Source: an optimization exercise on an open RTL-to-GDS flow (aim: small area). Production flows keep margins and buffers that such runs may drop.
Where RTL was checked, it was by simulation tests only, not by an equivalence proof against the original.
The clock port is modelled as an ideal driver; clocking choices that lean on that would not hold on a real chip.

Setup of P:
==> flow/design.v (excerpt) <==
module mul16_top(
    input   wire            clk,
    input   wire            a_signed,
    input   wire            b_signed,
    input   wire    [15:0]  mula,
    input   wire    [15:0]  mulb,
    output  reg     [31:0]  p
);
For scale: about 830 cells after synthesis, roughly 66 flip-flops, about 67 I/O pins.
==> flow/config.mk <==
export PLATFORM = sky130hd
export DESIGN_NAME = mul16_top
export DESIGN_NICKNAME = mul16_top
export VERILOG_FILES = /design/flow/design.v
export SDC_FILE = /design/flow/constraint.sdc
export NUM_CORES = 4
export LEC_CHECK = 0
export ABC_AREA = 1
export CAP_MARGIN = 20
export CORE_MARGIN = 2
export CORE_UTILIZATION = 55
export CTS_BUF_LIST = sky130_fd_sc_hd__clkbuf_2 sky130_fd_sc_hd__clkbuf_4 sky130_fd_sc_hd__clkbuf_8
export SLEW_MARGIN = 20
export SYNTH_HIERARCHICAL = 1
==> flow/constraint.sdc <==
create_clock -name core_clock -period 6.5 [get_ports {clk}]
set_input_delay 1.3000 -clock core_clock [delete_from_list [all_inputs] [get_ports {clk}]]
set_output_delay 1.3000 -clock core_clock [all_outputs]
set_load 0.01 [all_outputs]
run.sh (not shown) runs the stock make flow with config.mk's settings and CLKGATE_MAP_FILE= SYNTH_SCRIPT=/design/flow/synth_recipe.tcl, a recipe that flattens the netlist after the stock synthesis.
--- input diff P..Q ---
diff --git a/flow/config.mk b/flow/config.mk
--- a/flow/config.mk
+++ b/flow/config.mk
@@ -12 +11,0 @@
-export CTS_BUF_LIST = sky130_fd_sc_hd__clkbuf_2 sky130_fd_sc_hd__clkbuf_4 sky130_fd_sc_hd__clkbuf_8
Diff P -> Q: cell count barely changed. Area growth from synthesis to layout for Q: 1.2 points up relative to P.
diff inputs: Q => R
==> flow/flow/run.sh (new file) <==
#!/bin/bash
# Standard ORFS layout (the standard.sh, unchanged synthesis), except that the
# port buffers inserted before global placement are the smallest buffer cell
# instead of the resizer's default choice. Full make/tool output goes to
# standard.log; ORFS keeps each step's own log under orfs/logs/.
set -euo pipefail
export BUFFER_PORTS_ARGS="-buffer_cell sky130_fd_sc_hd__buf_1"
bash standard.sh > standard.log 2>&1
==> flow/standard.sh (new file) <==
#!/bin/bash
# synth_recipe.tcl (not shown) runs the flow's synth.tcl, then flattens the netlist and writes it again
# the make line also repeats each setting of config.mk as NAME=value (left out here)
make -C /OpenROAD-flow-scripts/flow DESIGN_CONFIG=/design/flow/config.mk WORK_HOME=/design/flow/orfs CLKGATE_MAP_FILE= SYNTH_SCRIPT=/design/flow/synth_recipe.tcl "${@:-finish}"
removed: flow/run.sh
--- outcome ---
- R finished end to end and its layout was clean on timing, DRC and antenna.
- R does better than Q on detailed-route wire length.
- Re non-clock buffer area fraction after layout: R is 4.4 points down on Q.
- In terms of number of buffers created by CTS, Q and R differ only marginally.
- R vs Q: clock-buffer cell count up in R
- Compared with Q, R shows a lower core utilization.
The following lists how S was set up differently from R:
==> flow/run.sh (new file) <==
#!/bin/bash
# synth_recipe.tcl (not shown) runs the flow's synth.tcl, then flattens the netlist and writes it again
# the make line also repeats each setting of config.mk as NAME=value (left out here)
make -C /OpenROAD-flow-scripts/flow DESIGN_CONFIG=/design/flow/config.mk WORK_HOME=/design/flow/orfs CLKGATE_MAP_FILE= SYNTH_SCRIPT=/design/flow/synth_recipe.tcl finish
diff --git a/flow/config.mk b/flow/config.mk
--- a/flow/config.mk
+++ b/flow/config.mk
@@ -11,0 +12,2 @@
+export CTS_BUF_LIST = sky130_fd_sc_hd__clkbuf_4
+export CTS_CLUSTER_SIZE = 30
removed: flow/flow/run.sh
removed: flow/standard.sh
## What came out
Clock insertion delay at the later pin of the skew report, R and S: lower on R
Relative to R, final-layout non-clock buffer area share has gone up in S.
Going from R to S, met1 routing resource usage after global routing up 3.0 points, routed wire length up 4.9%.
Looking at worst-path cell with the longest stage delay, the sky130_fd_sc_hd__nand2_1 result is from S; the sky130_fd_sc_hd__fa_1 one comes from R.

========
Setup of job 1473:
mul16_top, a different RTL version from the one above (not shown whole).
For scale: roughly 0.0089 mm^2 of cells after synthesis.
Design mul16_top, start of the top module:
module mul16_top(
    input   wire            clk,
    input   wire            a_signed,
    input   wire            b_signed,
    input   wire    [15:0]  mula,
    input   wire    [15:0]  mulb,
    output  reg     [31:0]  p
);
reg             a_signed_q, b_signed_q;
reg     [15:0]  mula_q, mulb_q;
wire    [31:0]  prod;
always @(posedge clk) begin
    a_signed_q <= a_signed;
    b_signed_q <= b_signed;
    mula_q     <= mula;
    mulb_q     <= mulb;
    p          <= prod;
end
multi16x16 mult(
    .a_signed(a_signed_q),
    .b_signed(b_signed_q),
    .mula(mula_q),
    .mulb(mulb_q),
    .out(prod)
);
endmodule
Settings: LEC_CHECK=0, ABC_AREA=1, CAP_MARGIN=20, CORE_MARGIN=2, CORE_UTILIZATION=55, SLEW_MARGIN=20; clock period 6.5 ns.
Stock flow here: none of the scripts above is used.
Job 1473 finished all stages; the layout is clean.
The inputs of job 3017 differ from those of job 1473 as listed below.
Settings: an added GPL_TIMING_DRIVEN of 0.
Results
Looking at worst setup slack across both flows, job 3017 is the weaker of the two, with job 1473 ahead. On pre-CTS setup slack, job 3017 does worse than job 1473. Compared with job 1473, job 3017 shows global-route usage higher by 4.7 points. Summary of job 3017 over job 1473: largest driver fanout on the critical path flat, fmax moved down. Diff job 1473 -> job 3017: met3 track utilization from global routing went up by 1.7 points; number of global-route vias before repair increased by about 5% relative to the old numbers.

========
mul16_top, a different RTL version from the one above (not shown whole).
Size: roughly 780 cells after synthesis, about 66 flip-flops, ~8000 sq um of cells after synthesis.
==> flow/config.mk <==
export PLATFORM = sky130hd
export DESIGN_NAME = mul16_top
export DESIGN_NICKNAME = mul16_top
export VERILOG_FILES = /design/flow/design.v
export SDC_FILE = /design/flow/constraint.sdc
export NUM_CORES = 4
export LEC_CHECK = 0
export ABC_AREA = 1
export CAP_MARGIN = 20
export CORE_MARGIN = 2
export CORE_UTILIZATION = 55
export CTS_BUF_LIST = sky130_fd_sc_hd__clkbuf_4 sky130_fd_sc_hd__clkbuf_8
export CTS_CLUSTER_SIZE = 16
export SLEW_MARGIN = 20
export SYNTH_HIERARCHICAL = 1
==> flow/constraint.sdc <==
create_clock -name core_clock -period 6.5 [get_ports {clk}]
set_input_delay 1.3000 -clock core_clock [delete_from_list [all_inputs] [get_ports {clk}]]
set_output_delay 1.3000 -clock core_clock [all_outputs]
set_load 0.01 [all_outputs]
standard.sh (not shown) runs the stock make flow with config.mk's settings and CLKGATE_MAP_FILE= SYNTH_SCRIPT=/design/flow/synth_recipe.tcl, a recipe that flattens the netlist after the stock synthesis.
==> flow/flow/run.sh <==
#!/bin/bash
# Standard ORFS layout (the standard.sh, unchanged synthesis), except:
#  - the port buffers inserted before global placement are the smallest buffer
#    cell instead of the resizer's default choice;
#  - clock tree synthesis uses clkbuf_4 for the root and the leaves and does
#    not add dummy loads to balance the tree.
# Full make/tool output goes to standard.log; ORFS keeps each step's own log
# under orfs/logs/.
set -euo pipefail
export BUFFER_PORTS_ARGS="-buffer_cell sky130_fd_sc_hd__buf_1"
export CTS_ARGS="-sink_clustering_enable -repair_clock_nets -dont_use_dummy_load -sink_clustering_size 12 -sink_buffer_max_cap_derate 0.5 -root_buf sky130_fd_sc_hd__clkbuf_4 -buf_list {sky130_fd_sc_hd__clkbuf_4}"
bash standard.sh > standard.log 2>&1
==> next run, changes <==
==> flow/flow/run.sh (replaced) <==
#!/bin/bash
# Standard ORFS layout (the standard.sh, unchanged synthesis), except that the
# port buffers inserted before global placement are the smallest buffer cell
# instead of the resizer's default choice. Full make/tool output goes to
# standard.log; ORFS keeps each step's own log under orfs/logs/.
set -euo pipefail
export BUFFER_PORTS_ARGS="-buffer_cell sky130_fd_sc_hd__buf_1"
bash standard.sh > standard.log 2>&1
First-iteration DRC count goes up by 4.8%.
Register-to-register slack stays flat.
Clock skew shrinks by 0.023 ns.
Final area rises by about 1.5%.
Worst hold slack is worse by 0.0075 ns.
Via count goes up by 0.59%.
Die area stays the same.
Global-route usage hardly moves.
Final cell count grows by 0.41%.
==> next run, changes <==
==> flow/flow/run.sh (replaced) <==
#!/bin/bash
# Standard ORFS layout (the standard.sh, unchanged synthesis), except:
#  - the port buffers inserted before global placement are the smallest buffer
#    cell instead of the resizer's default choice;
#  - clock tree synthesis does not add dummy loads to balance the tree.
# Full make/tool output goes to standard.log; ORFS keeps each step's own log
# under orfs/logs/.
set -euo pipefail
export BUFFER_PORTS_ARGS="-buffer_cell sky130_fd_sc_hd__buf_1"
export CTS_ARGS="-sink_clustering_enable -repair_clock_nets -dont_use_dummy_load -sink_clustering_size 12 -buf_list {sky130_fd_sc_hd__clkbuf_2 sky130_fd_sc_hd__clkbuf_4}"
bash standard.sh > standard.log 2>&1
Result: The new run completed with no timing, DRC or antenna violations. Worst setup slack loses 0.011 ns. Routed wire length hardly moves. Clock-buffer cell count is unchanged. Non-clock buffer count is unchanged. Maximum frequency stays flat. Cell area fell by 1.5%. Area after synthesis stays the same. Core utilization fell by 0.83 points. Worst hold slack gains 0.0075 ns. Global-route usage barely changes.
==> next run, changes <==
==> flow/flow/run.sh (replaced) <==
#!/bin/bash
# Standard ORFS layout (the standard.sh, unchanged synthesis), except:
#  - the port buffers inserted before global placement are the smallest buffer
#    cell instead of the resizer's default choice;
#  - clock tree synthesis does not add dummy loads to balance the tree;
#  - after global routing, gates off the critical paths are downsized
#    (ORFS RECOVER_POWER step).
# Full make/tool output goes to standard.log; ORFS keeps each step's own log
# under orfs/logs/.
set -euo pipefail
export BUFFER_PORTS_ARGS="-buffer_cell sky130_fd_sc_hd__buf_1"
export CTS_ARGS="-sink_clustering_enable -repair_clock_nets -dont_use_dummy_load -sink_clustering_size 16 -buf_list {sky130_fd_sc_hd__clkbuf_4 sky130_fd_sc_hd__clkbuf_8}"
export RECOVER_POWER=100
bash standard.sh > standard.log 2>&1
After rerunning:
- The changed run completed with no timing, DRC or antenna violations
- worst setup slack loses 0.041 ns
- fmax went down by 0.70%
- wire length is about the same

========
## v6
Another version of the RTL of mul16_top (not shown whole).
For scale: roughly 790 cells after synthesis, roughly 67 I/O pins.
export LEC_CHECK = 0
export ABC_AREA = 1
export CAP_MARGIN = 20
export CORE_MARGIN = 2
export CORE_UTILIZATION = 55
export CTS_BUF_LIST = sky130_fd_sc_hd__clkbuf_4 sky130_fd_sc_hd__clkbuf_8
export CTS_CLUSTER_SIZE = 16
export SLEW_MARGIN = 20
export SYNTH_HIERARCHICAL = 1
create_clock -name core_clock -period 6.5 [get_ports {clk}]
==> flow/flow/run.sh <==
#!/bin/bash
# The standard layout (standard.sh, synthesis unchanged) with these changes:
#  - before floorplan, combinational cells that synthesis upsized are swapped
#    back to their smallest drive strength (flow/downsize.tcl); the standard
#    repair steps add drive back where slew, capacitance or timing need it;
#  - the port buffers inserted before global placement are buf_1 instead of
#    the resizer's default choice;
#  - clock tree synthesis uses clkbuf_4 buffers and adds no dummy loads; after
#    it, a clock buffer driving 10 or more pins becomes a clkbuf_8
#    (flow/cts_fix.tcl) to keep clock-pin slews low.
# The full output of the make run goes to standard.log here; ORFS keeps each
# step's own log under orfs/logs/.
set -euo pipefail
here=$(pwd)
export BUFFER_PORTS_ARGS="-buffer_cell sky130_fd_sc_hd__buf_1"
export CTS_ARGS="-sink_clustering_enable -repair_clock_nets -dont_use_dummy_load -sink_clustering_size 12 -root_buf sky130_fd_sc_hd__clkbuf_4 -buf_list {sky130_fd_sc_hd__clkbuf_4}"
export PRE_FLOORPLAN_TCL="$here/flow/downsize.tcl"
export POST_CTS_TCL="$here/flow/cts_fix.tcl"
export CTS_FIX_MIN_SINKS=10
bash standard.sh > standard.log 2>&1
Other scripts of this flow, unchanged in this note and not shown: flow/flow/cts_fix.tcl, flow/flow/downsize.tcl
v6 reached the final stage; the timing, DRC and antenna checks on its layout passed.
Modified inputs, v7 compared to v6
- GPL_TIMING_DRIVEN: unset -> 0
--- a/flow/flow/run.sh
+++ b/flow/flow/run.sh
@@ -5,2 +5,4 @@
 #    repair steps add drive back where slew, capacitance or timing need it;
+#  - global placement is not timing-driven (no rebuffering there); the
+#    synthesis buffers are still removed before it (flow/unbuffer.tcl);
 #  - the port buffers inserted before global placement are buf_1 instead of
@@ -18,2 +20,3 @@
 export POST_CTS_TCL="$here/flow/cts_fix.tcl"
+export PRE_GLOBAL_PLACE_TCL="$here/flow/unbuffer.tcl"
 export CTS_FIX_MIN_SINKS=10
==> flow/flow/unbuffer.tcl (new file) <==
# PRE_GLOBAL_PLACE hook: remove the buffers synthesis inserted, as the
# standard flow does when global placement is timing-driven; the standard
# repair_design step after placement adds back the buffers that slew,
# capacitance or fanout limits need.
remove_buffers
Multi-input combinational area share sits higher in v7 than in v6.
Total of fill cells in the finished design delta (v7 -> v6): insignificant
Summary — max-slew headroom at the worst pin, v7 relative to v6: lower, by 1.0 points.
Worst setup slack: v7 lower than v6
On layout sequential cell count, v6 and v7 are basically level.
Taking v6 over v7, the count of non-CTS buffers in the layout ratio works out to 1.4.
Going from v6 to v7, wire length on met3 shrinks by 82 um.
No functional check of the RTL was part of any run of this note.

========
RTL: one of the versions met above, not the one the previous note started from.
For scale: roughly 780 cells after synthesis, ~66 flip-flops, ~67 I/O pins, ~0.0080 mm2 of cells after synthesis.
// mul16_top
module mul16_top(
    input   wire            clk,
    input   wire            a_signed,
    input   wire            b_signed,
    input   wire    [15:0]  mula,
    input   wire    [15:0]  mulb,
    output  reg     [31:0]  p
);
reg             a_signed_q, b_signed_q;
reg     [15:0]  mula_q, mulb_q;
wire    [31:0]  prod;
always @(posedge clk) begin
    a_signed_q <= a_signed;
    b_signed_q <= b_signed;
    mula_q     <= mula;
    mulb_q     <= mulb;
    p          <= prod;
end
multi16x16 mult(
    .a_signed(a_signed_q),
    .b_signed(b_signed_q),
    .mula(mula_q),
    .mulb(mulb_q),
    .out(prod)
);
endmodule
export LEC_CHECK = 0
export ABC_AREA = 1
export CAP_MARGIN = 20
export CORE_MARGIN = 2
export CORE_UTILIZATION = 55
export CTS_BUF_LIST = sky130_fd_sc_hd__clkbuf_4 sky130_fd_sc_hd__clkbuf_8
export CTS_CLUSTER_SIZE = 16
export SLEW_MARGIN = 20
export SYNTH_HIERARCHICAL = 1
create_clock -name core_clock -period 6.5 [get_ports {clk}]
==> flow/flow/run.sh <==
#!/bin/bash
# Standard ORFS layout (the standard.sh, unchanged synthesis), except:
#  - the port buffers inserted before global placement are the smallest buffer
#    cell instead of the resizer's default choice;
#  - clock tree synthesis uses clkbuf_4 for the root and the leaves and does
#    not add dummy loads to balance the tree.
# Full make/tool output goes to standard.log; ORFS keeps each step's own log
# under orfs/logs/.
set -euo pipefail
export BUFFER_PORTS_ARGS="-buffer_cell sky130_fd_sc_hd__buf_1"
export CTS_ARGS="-sink_clustering_enable -repair_clock_nets -dont_use_dummy_load -sink_clustering_size 12 -root_buf sky130_fd_sc_hd__clkbuf_4 -buf_list {sky130_fd_sc_hd__clkbuf_4}"
bash standard.sh > standard.log 2>&1
The starting point finished clean.
Next try:
--- a/flow/flow/run.sh
+++ b/flow/flow/run.sh
@@ -3,6 +3,5 @@
 #  - the port buffers inserted before global placement are the smallest buffer
 #    cell instead of the resizer's default choice;
-#  - clock tree synthesis uses clkbuf_4 for the root and the leaves and does
-#    not add dummy loads to balance the tree.
+#  - clock tree synthesis does not add dummy loads to balance the tree.
 # Full make/tool output goes to standard.log; ORFS keeps each step's own log
 # under orfs/logs/.
--- a/flow/config.mk
+++ b/flow/config.mk
@@ -9,5 +9,5 @@
 export CAP_MARGIN = 20
 export CORE_MARGIN = 2
-export CORE_UTILIZATION = 55
+export CORE_UTILIZATION = 70
 export CTS_BUF_LIST = sky130_fd_sc_hd__clkbuf_4 sky130_fd_sc_hd__clkbuf_8
 export CTS_CLUSTER_SIZE = 16
After rerunning: Final area came out lower slightly. Final cell count drops by a few percent. Worst hold slack gets worse by 0.014 ns. Via count climbs by a few percent. Flip-flop and latch count does not change. Utilization went up by 15 points. Synthesized cell count is unchanged. Setup slack degrades by 0.084 ns. Clock-buffer cell count stays the same. Sequential share of layout area hardly moves.

==> re-timing with driven ports <==
In the flow no input, the clock included, has a driving cell. The finished layouts below were timed again as built, in two steps. Step 1 assumes that a clkbuf_16 drives the clock port and a buf_2 every other input. Step 2 moves the port delays by t, midway between the first and last clock arrival at a register: inputs arrive t later, outputs are due t later. That takes back most of the time a late clock gives input paths. Slacks: ideal / step 1 / step 2; pairs: ideal / step 1.
run | shift t [ns] | setup slack, ns | clock arrival spread, ns | slew at the worst register clock pin (ns)
P | 0.409 | 0.595 / 0.595 / 0.595 | 0.016 / 0.016 | 0.08 / 0.08
Q | 0.380 | 0.590 / 0.590 / 0.590 | 0.011 / 0.011 | 0.06 / 0.06
R | 0.384 | 0.784 / 0.784 / 0.784 | 0.006 / 0.006 | 0.06 / 0.06
S | 0.481 | 0.543 / 0.543 / 0.543 | 0.019 / 0.019 | 0.12 / 0.12
job 1473 | 0.394 | 0.531 / 0.531 / 0.531 | 0.007 / 0.007 | 0.06 / 0.06
job 3017 | 0.397 | 0.410 / 0.410 / 0.410 | 0.016 / 0.016 | 0.08 / 0.08
the first run of note 3 | 0.476 | 0.621 / 0.621 / 0.621 | 0.032 / 0.033 | 0.12 / 0.12
the second run of note 3 | 0.407 | 0.632 / 0.632 / 0.632 | 0.013 / 0.013 | 0.08 / 0.08
the third run of note 3 | 0.476 | 0.621 / 0.621 / 0.621 | 0.032 / 0.033 | 0.12 / 0.12
the fourth run of note 3 | 0.401 | 0.580 / 0.580 / 0.580 | 0.022 / 0.022 | 0.08 / 0.08
v6 | 0.480 | 0.469 / 0.469 / 0.469 | 0.045 / 0.045 | 0.11 / 0.11
v7 | 0.473 | 0.379 / 0.379 / 0.379 | 0.031 / 0.031 | 0.10 / 0.10
the first run of note 5 | 0.476 | 0.621 / 0.621 / 0.621 | 0.032 / 0.033 | 0.12 / 0.12
the second run of note 5 | 0.470 | 0.537 / 0.537 / 0.537 | 0.040 / 0.040 | 0.12 / 0.12
After both steps every run listed still meets setup and hold.
